Context: an optimization exercise on an open-source flow, tuned for small area. The choices shown serve that exercise and are no tape-out recipe. In this exercise RTL edits were held to simulation tests only and were not proved equivalent to the original. No driver is modelled on the clock port, so clocking that relies on it looks cheaper here than on a real chip. Power figures rest on the tool's default switching activity, not on a simulated workload.

==> maple: inputs <==
==> flow/design.v <==
`timescale 1ns / 1ps
module top(
  input clk,
  input clr,
  input start,
  input day,
  input Wait,
  input display_d,
  input display_w,
  output reg [3:0] an,
  output reg [6:0] seg7,
  output reg over_3_day,
  output reg over_10_day,
  output reg over_10_night,
  output reg dp
);
  reg [4:0] count1;
  reg       ph1;
  wire c1_24 = count1[4] & count1[3];           
  wire tick  = c1_24 & ~ph1;                     
  wire pt1   = ph1 & (count1 == 5'd0);           
  wire pt2   = ph1 & (count1 == 5'd1);           
  always @(posedge clk or posedge clr)
    if (clr) begin count1 <= 0; ph1 <= 0; end
    else if (c1_24) begin count1 <= 0; ph1 <= ~ph1; end
    else count1 <= count1 + 1'b1;
  reg [4:0] z;
  always @(posedge clk or posedge clr)
    if (clr) z <= 5'd4;
    else z <= z + 1'b1;
  wire [1:0] cnt = z[4:3];
  reg op_s, op_w;
  always @(posedge clk or posedge clr)
    if (clr) begin op_s <= 0; op_w <= 0; end
    else if (tick) begin op_s <= start; op_w <= Wait; end
  wire op_clr  = ~op_s;
  wire op_dinc = op_s & ~op_w;
  wire op_winc = op_s & op_w;
  reg [3:0] d0, d1, d2, d3;
  always @(posedge clk or posedge clr)
    if (clr) begin d0 <= 0; d1 <= 0; d2 <= 0; d3 <= 0; end
    else if (tick) begin
      if (!start) begin d0 <= 0; d1 <= 0; d2 <= 0; d3 <= 0; end
      else if (!Wait) begin
        if (d0 == 4'd9) begin
          d0 <= 0;
          if (d1 == 4'd9) begin
            d1 <= 0;
            if (d2 == 4'd9) begin d2 <= 0; d3 <= d3 + 1'b1; end
            else d2 <= d2 + 1'b1;
          end
          else d1 <= d1 + 1'b1;
        end
        else d0 <= d0 + 1'b1;
      end
    end
  wire dhi0  = (d3 == 0) & (d2 == 0);
  wire d_le3  = dhi0 & (d1 == 0) & (d0 <= 4'd3);
  wire d_le10 = dhi0 & ((d1 == 0) | ((d1 == 4'd1) & (d0 == 0)));
  wire d_zero = dhi0 & (d1 == 0) & (d0 == 0);
  reg [6:0] wt;
  reg [3:0] w2, w1, w0;
  wire w_max = (wt == 7'd65) & (w2 == 4'd5) & (w1 == 4'd3) & (w0 == 4'd5);
  always @(posedge clk or posedge clr)
    if (clr) begin wt <= 0; w2 <= 0; w1 <= 0; w0 <= 0; end
    else if (pt2) begin
      if (op_clr | (op_winc & w_max)) begin wt <= 0; w2 <= 0; w1 <= 0; w0 <= 0; end
      else if (op_winc) begin
        if (w0 == 4'd9) begin
          w0 <= 0;
          if (w1 == 4'd9) begin
            w1 <= 0;
            if (w2 == 4'd9) begin w2 <= 0; wt <= wt + 1'b1; end
            else w2 <= w2 + 1'b1;
          end
          else w1 <= w1 + 1'b1;
        end
        else w0 <= w0 + 1'b1;
      end
    end
  wire fz = pt2 ? (op_s & (w0[0] ^ op_w)) : w0[0];
  reg [15:0] fd, fn;
  reg [15:0] dd, dn;
  always @(*) begin
    dd = 16'd0; dn = 16'd0;
    if (pt1 & op_dinc) begin
      if (d_zero) begin dd = 16'd1559; dn = 16'd51087; end
      else begin
        dd = d_le3 ? 16'd0 : d_le10 ? 16'd3 : 16'd4;
        dn = d_le10 ? 16'd4 : 16'd5;
      end
    end
    else if (pt1 & op_winc) begin
      dd = w_max ? 16'h8001 : {15'd0, w0[0]};
      dn = dd;
    end
  end
  always @(posedge clk or posedge clr)
    if (clr) begin fd <= 16'd14; fn <= 16'd17; end
    else if (pt1 & op_clr) begin fd <= 16'd14; fn <= 16'd17; end
    else begin fd <= fd + dd; fn <= fn + dn; end
  reg st_d, day_d;
  always @(posedge clk or posedge clr)
    if (clr) begin st_d <= 0; day_d <= 0; end
    else begin st_d <= start; day_d <= day; end
  wire [15:0] fee = st_d ? (day_d ? fd : fn) : 16'd0;
  always @(posedge clk or posedge clr)
    if (clr) begin over_3_day <= 0; over_10_day <= 0; over_10_night <= 0; end
    else if (start) begin
      over_3_day    <= day & ~d_le3 & d_le10;
      over_10_day   <= day & ~d_le10;
      over_10_night <= ~day & ~d_le10;
    end
  reg [15:0] c1;
  reg [3:0] ca, cb, cc;
  reg [3:0] m_one, m_ten, m_hun;
  always @(posedge clk or posedge clr)
    if (clr) begin
      c1 <= 0; ca <= 0; cb <= 0; cc <= 0;
      m_one <= 0; m_ten <= 0; m_hun <= 0;
    end
    else if (c1 < fee) begin
      c1 <= c1 + 1'b1;
      if (ca == 4'd9) begin
        ca <= 0;
        if (cb == 4'd9) begin
          cb <= 0;
          if (cc == 4'd9) cc <= 0;
          else cc <= cc + 1'b1;
        end
        else cb <= cb + 1'b1;
      end
      else ca <= ca + 1'b1;
    end
    else if (c1 == fee) begin
      m_one <= ca; m_ten <= cb; m_hun <= cc;
    end
    else begin
      c1 <= 0; ca <= 0; cb <= 0; cc <= 0;
    end
  reg [3:0] Num;
  always @(*) begin
    case (cnt)
      2'd0: an = 4'b1110;
      2'd1: an = 4'b1101;
      2'd2: an = 4'b1011;
      default: an = 4'b0111;
    endcase
    dp = 1'b1;
    if (display_d & ~display_w)
      case (cnt)
        2'd0: Num = d0;
        2'd1: Num = d1;
        2'd2: Num = d2;
        default: Num = d3;
      endcase
    else if (~display_d & display_w)
      case (cnt)
        2'd0: Num = w0;
        2'd1: Num = w1;
        2'd2: Num = w2;
        default: Num = wt[3:0];
      endcase
    else begin
      case (cnt)
        2'd0: Num = {1'b0, fz, 1'b0, fz};
        2'd1: Num = m_one;
        2'd2: Num = m_ten;
        default: Num = m_hun;
      endcase
      dp = (cnt != 2'd1);
    end
  end
  always @(*)
    case (Num)
      4'd0: seg7 = 7'b0000001;
      4'd1: seg7 = 7'b1001111;
      4'd2: seg7 = 7'b0010010;
      4'd3: seg7 = 7'b0000110;
      4'd4: seg7 = 7'b1001100;
      4'd5: seg7 = 7'b0100100;
      4'd6: seg7 = 7'b0100000;
      4'd7: seg7 = 7'b0001111;
      4'd8: seg7 = 7'b0000000;
      4'd9: seg7 = 7'b0000100;
      default: seg7 = 7'b1111111;
    endcase
endmodule
==> flow/flow/run.sh <==
#!/bin/bash
# Standard layout (the standard.sh, standard synthesis), with these changes:
# port buffers use the smallest buffer cell, clock tree synthesis inserts no
# dummy loads, and after global routing non-critical gates are downsized
# (ORFS's power recovery). Each tool's full output goes to the ORFS logs;
# make's own output goes to flow_make.log in this folder.
set -euo pipefail
CTS="-sink_clustering_enable -repair_clock_nets -dont_use_dummy_load"
CTS="$CTS -buf_list sky130_fd_sc_hd__clkbuf_4 -sink_clustering_size 40 -sink_clustering_max_diameter 100"
bash standard.sh "CTS_ARGS=$CTS" "BUFFER_PORTS_ARGS=-buffer_cell sky130_fd_sc_hd__buf_1" \
  RECOVER_POWER=100 finish > flow_make.log 2>&1
==> flow/standard.sh <==
#!/bin/bash
# synth_recipe.tcl (not shown) runs the flow's synth.tcl, then flattens the netlist and writes it again
# the make line also repeats each setting of config.mk as NAME=value (left out here)
make -C /OpenROAD-flow-scripts/flow DESIGN_CONFIG=/design/flow/config.mk WORK_HOME=/design/flow/orfs CLKGATE_MAP_FILE= SYNTH_SCRIPT=/design/flow/synth_recipe.tcl "${@:-finish}"
==> flow/config.mk <==
export PLATFORM = sky130hd
export DESIGN_NAME = top
export DESIGN_NICKNAME = top
export VERILOG_FILES = /design/flow/design.v
export SDC_FILE = /design/flow/constraint.sdc
export NUM_CORES = 4
export LEC_CHECK = 0
export CAP_MARGIN = 20
export CORE_MARGIN = 2
export CORE_UTILIZATION = 65
export SLEW_MARGIN = 20
==> flow/constraint.sdc <==
create_clock -name core_clock -period 10.0 [get_ports {clk}]
set_input_delay 2.0000 -clock core_clock [delete_from_list [all_inputs] [get_ports {clk}]]
set_output_delay 2.0000 -clock core_clock [all_outputs]
set_load 0.01 [all_outputs]
==> ember: changes against maple <==
==> flow/design.v (replaced) <==
`timescale 1ns / 1ps
module top(
  input clk,
  input clr,
  input start,
  input day,
  input Wait,
  input display_d,
  input display_w,
  output reg [3:0] an,
  output reg [6:0] seg7,
  output reg over_3_day,
  output reg over_10_day,
  output reg over_10_night,
  output reg dp
);
  function [4:0] bcd_inc(input [3:0] a, input e);
    reg c0;
    begin
      c0 = e & a[0];
      bcd_inc = {c0 & a[3],
                 a[3] ^ (c0 & (a[3] | (a[1] & a[2]))),
                 a[2] ^ (c0 & a[1]),
                 a[1] ^ (c0 & ~a[3]),
                 a[0] ^ e};
    end
  endfunction
  reg [4:0] count1;
  reg       ph1;
  wire c1_24 = count1[4] & count1[3];           
  wire tick  = c1_24 & ~ph1;                     
  wire pt1   = ph1 & (count1 == 5'd0);           
  wire pt2   = ph1 & (count1 == 5'd1);           
  always @(posedge clk or posedge clr)
    if (clr) begin count1 <= 0; ph1 <= 0; end
    else if (c1_24) begin count1 <= 0; ph1 <= ~ph1; end
    else count1 <= count1 + 1'b1;
  reg [4:0] z;
  always @(posedge clk or posedge clr)
    if (clr) z <= 5'd4;
    else z <= z + 1'b1;
  wire [1:0] cnt = z[4:3];
  reg op_s, op_w;
  always @(posedge clk or posedge clr)
    if (clr) begin op_s <= 0; op_w <= 0; end
    else if (tick) begin op_s <= start; op_w <= Wait; end
  wire op_clr  = ~op_s;
  wire op_dinc = op_s & ~op_w;
  wire op_winc = op_s & op_w;
  reg [3:0] d0, d1, d2, d3;
  wire d_clr = tick & ~start;
  wire d_inc = tick & start & ~Wait;
  wire [4:0] d0n = bcd_inc(d0, d_inc);
  wire [4:0] d1n = bcd_inc(d1, d0n[4]);
  wire [4:0] d2n = bcd_inc(d2, d1n[4]);
  always @(posedge clk or posedge clr)
    if (clr) begin d0 <= 0; d1 <= 0; d2 <= 0; d3 <= 0; end
    else if (d_clr) begin d0 <= 0; d1 <= 0; d2 <= 0; d3 <= 0; end
    else begin
      d0 <= d0n[3:0]; d1 <= d1n[3:0]; d2 <= d2n[3:0]; d3 <= d3 + d2n[4];
    end
  wire dhi0   = (d3 == 0) & (d2 == 0);
  wire d_le3  = dhi0 & (d1 == 0) & ~d0[3] & ~d0[2];
  wire d_le10 = dhi0 & ((d1 == 0) | ((d1 == 4'd1) & (d0 == 0)));
  wire d_zero = dhi0 & (d1 == 0) & (d0 == 0);
  reg [6:0] wt;
  reg [3:0] w2, w1, w0;
  wire w_max = wt[6] & wt[0] & w2[2] & w2[0] & w1[1] & w1[0] & w0[2] & w0[0];
  wire w_clr = pt2 & (op_clr | (op_winc & w_max));
  wire w_inc = pt2 & op_winc;
  wire [4:0] w0n = bcd_inc(w0, w_inc);
  wire [4:0] w1n = bcd_inc(w1, w0n[4]);
  wire [4:0] w2n = bcd_inc(w2, w1n[4]);
  always @(posedge clk or posedge clr)
    if (clr) begin wt <= 0; w2 <= 0; w1 <= 0; w0 <= 0; end
    else if (w_clr) begin wt <= 0; w2 <= 0; w1 <= 0; w0 <= 0; end
    else begin
      w0 <= w0n[3:0]; w1 <= w1n[3:0]; w2 <= w2n[3:0]; wt <= wt + w2n[4];
    end
  wire fz = pt2 ? (op_s & (w0[0] ^ op_w)) : w0[0];
  reg [15:0] fd, fn;
  wire ud = pt1 & op_dinc, uw = pt1 & op_winc;
  wire dwr = ud & d_zero;             
  wire wwr = uw & w_max;              
  wire [2:0] sd = dwr ? 3'd7 : ud ? (d_le3 ? 3'd0 : d_le10 ? 3'd3 : 3'd4) : {2'b0, uw & (w0[0] | w_max)};
  wire [2:0] sn = dwr ? 3'd7 : ud ? (d_le10 ? 3'd4 : 3'd5) : {2'b0, uw & (w0[0] | w_max)};
  wire [15:0] kd = {wwr, 4'b0, dwr, dwr, 4'b0, dwr, 1'b0, sd};
  wire [15:0] kn = {wwr | dwr, dwr, 3'b0, dwr, dwr, dwr, dwr, 3'b0, dwr, sn};
  reg [16:0] cd, cn;
  reg [15:0] sdd, snn;
  integer i;
  always @(*) begin
    cd[0] = 1'b0; cn[0] = 1'b0;
    for (i = 0; i < 16; i = i + 1) begin
      sdd[i] = fd[i] ^ kd[i] ^ cd[i];
      cd[i+1] = (fd[i] & kd[i]) | (cd[i] & (fd[i] ^ kd[i]));
      snn[i] = fn[i] ^ kn[i] ^ cn[i];
      cn[i+1] = (fn[i] & kn[i]) | (cn[i] & (fn[i] ^ kn[i]));
    end
  end
  always @(posedge clk or posedge clr)
    if (clr) begin fd <= 16'd14; fn <= 16'd17; end
    else if (pt1 & op_clr) begin fd <= 16'd14; fn <= 16'd17; end
    else begin fd <= sdd; fn <= snn; end
  reg st_d, day_d;
  always @(posedge clk or posedge clr)
    if (clr) begin st_d <= 0; day_d <= 0; end
    else begin st_d <= start; day_d <= day; end
  wire [15:0] fsel = day_d ? fd : fn;
  always @(posedge clk or posedge clr)
    if (clr) begin over_3_day <= 0; over_10_day <= 0; over_10_night <= 0; end
    else if (start) begin
      over_3_day    <= day & ~d_le3 & d_le10;
      over_10_day   <= day & ~d_le10;
      over_10_night <= ~day & ~d_le10;
    end
  reg [15:0] c1;
  reg [3:0] ca, cb, cc;
  reg [3:0] m_one, m_ten, m_hun;
  wire c_lt = st_d & (c1 < fsel);
  wire c_eq = st_d ? (c1 == fsel) : (c1 == 16'd0);
  wire [4:0] can = bcd_inc(ca, c_lt);
  wire [4:0] cbn = bcd_inc(cb, can[4]);
  wire [4:0] ccn = bcd_inc(cc, cbn[4]);
  always @(posedge clk or posedge clr)
    if (clr) begin c1 <= 0; ca <= 0; cb <= 0; cc <= 0; end
    else if (~c_lt & ~c_eq) begin c1 <= 0; ca <= 0; cb <= 0; cc <= 0; end
    else begin
      c1 <= c1 + c_lt;
      ca <= can[3:0]; cb <= cbn[3:0]; cc <= ccn[3:0];
    end
  always @(posedge clk or posedge clr)
    if (clr) begin m_one <= 0; m_ten <= 0; m_hun <= 0; end
    else if (c_eq) begin m_one <= ca; m_ten <= cb; m_hun <= cc; end
  reg [3:0] Num;
  always @(*) begin
    case (cnt)
      2'd0: an = 4'b1110;
      2'd1: an = 4'b1101;
      2'd2: an = 4'b1011;
      default: an = 4'b0111;
    endcase
    dp = 1'b1;
    if (display_d & ~display_w)
      case (cnt)
        2'd0: Num = d0;
        2'd1: Num = d1;
        2'd2: Num = d2;
        default: Num = d3;
      endcase
    else if (~display_d & display_w)
      case (cnt)
        2'd0: Num = w0;
        2'd1: Num = w1;
        2'd2: Num = w2;
        default: Num = wt[3:0];
      endcase
    else begin
      case (cnt)
        2'd0: Num = {1'b0, fz, 1'b0, fz};
        2'd1: Num = m_one;
        2'd2: Num = m_ten;
        default: Num = m_hun;
      endcase
      dp = (cnt != 2'd1);
    end
  end
  always @(*)
    case (Num)
      4'd0: seg7 = 7'b0000001;
      4'd1: seg7 = 7'b1001111;
      4'd2: seg7 = 7'b0010010;
      4'd3: seg7 = 7'b0000110;
      4'd4: seg7 = 7'b1001100;
      4'd5: seg7 = 7'b0100100;
      4'd6: seg7 = 7'b0100000;
      4'd7: seg7 = 7'b0001111;
      4'd8: seg7 = 7'b0000000;
      4'd9: seg7 = 7'b0000100;
      default: seg7 = 7'b1111111;
    endcase
endmodule
==> flow/flow/run.sh (replaced) <==
#!/bin/bash
# Standard layout (the standard.sh, standard synthesis), with these changes:
# port buffers use the smallest buffer cell; clock tree synthesis uses
# clkbuf_4 and no dummy loads, and afterwards (flow/post_cts.tcl) upsizes the
# clock buffers that drive 10 or more clock pins. Each tool's full output goes
# to the ORFS logs; make's own output goes to flow_make.log in this folder.
set -euo pipefail
CTS="-sink_clustering_enable -repair_clock_nets -dont_use_dummy_load"
CTS="$CTS -buf_list sky130_fd_sc_hd__clkbuf_4 -sink_clustering_size 40 -sink_clustering_max_diameter 100"
bash standard.sh "CTS_ARGS=$CTS" "BUFFER_PORTS_ARGS=-buffer_cell sky130_fd_sc_hd__buf_1" \
  "POST_CTS_TCL=$PWD/flow/post_cts.tcl" finish > flow_make.log 2>&1
==> flow/flow/post_cts.tcl (new file) <==
set block [ord::get_db_block]
set changed 0
foreach inst [$block getInsts] {
  if {[[$inst getMaster] getName] ne "sky130_fd_sc_hd__clkbuf_4"} { continue }
  foreach it [$inst getITerms] {
    if {![$it isOutputSignal]} { continue }
    set net [$it getNet]
    if {$net eq "NULL"} { continue }
    set fo [expr {[llength [$net getITerms]] - 1}]
    if {$fo >= 10} {
      puts "post_cts: [$inst getName] drives $fo pins, upsized to clkbuf_8"
      replace_cell [$inst getName] sky130_fd_sc_hd__clkbuf_8
      incr changed
    }
  }
}
if {$changed > 0} {
  detailed_placement
  check_placement -verbose
}
==> qor summary <==
Post-Route Utilization: ember 0.707; maple 0.683
Wire length of the first global-routing pass: ember 22.8 mm; maple 29.7 mm
Outcome: ember no timing/DRC/antenna violations; maple failed layout checks
Reasons for failing layout checks: ember -; maple max-capacitance violations, max-slew violations
Startpoint-to-endpoint class of the critical path: ember reg -> reg; maple in -> async
Worst-path cell with the longest stage delay: ember sky130_fd_sc_hd__dfrtp_1; maple sky130_fd_sc_hd__clkbuf_1
Arrival time of the worst setup path: ember 6980 ps; maple 6250 ps
Static leakage power: ember 3.69 nW; maple 3.89 nW
Longest individual stage delay on the worst path: ember 430 ps; maple 2870 ps
Nature of the critical path startpoint: ember register; maple input port
Slack of the critical path: ember 3350 ps; maple 3470 ps
Sequential power share: ember 0.599; maple 0.556
Buffers & Inverters on Critical Path: ember 6; maple 3
Global routing usage on met3: ember 0.0651; maple 0.0593
Final-stage net count: ember 754; maple 952
Slew @ Worst Pin: ember 895 ps; maple 3980 ps
Final critical-path required period: ember 6650 ps; maple 6530 ps
Slew margin rel.: ember 0.404; maple -1.65

==> re-timing with driven ports <==
No port has a modelled driver above. Below, the same layouts with a new extraction and two added sets of constraints.
Step 1, drivers: a clkbuf_16 drives clk and a buf_2 each remaining input, both assumed.
Step 2, shift: input delay + t, output delay - t, t = (earliest + latest rising clock arrival at the registers) / 2. This alone moves slack from input paths to output paths.
Slacks: no drivers / after step 1 / after step 2; pairs: no drivers / after step 1.
| run | t, ns | setup slack, ns | slew at the worst register clock pin (ns) | pins driven straight from the clock port |
|---|---|---|---|---|
| maple | 0.579 | 3.470 / 3.484 / 2.905 | 0.11 / 0.11 | 1 |
| ember | 0.442 | 3.354 / 3.354 / 3.354 | 0.10 / 0.10 | 1 |
For maple, which loses most, drivers alone change the setup slack by +0.014 ns; drivers and shift together by -0.565 ns. The worst setup slack also covers recovery checks on asynchronous resets.
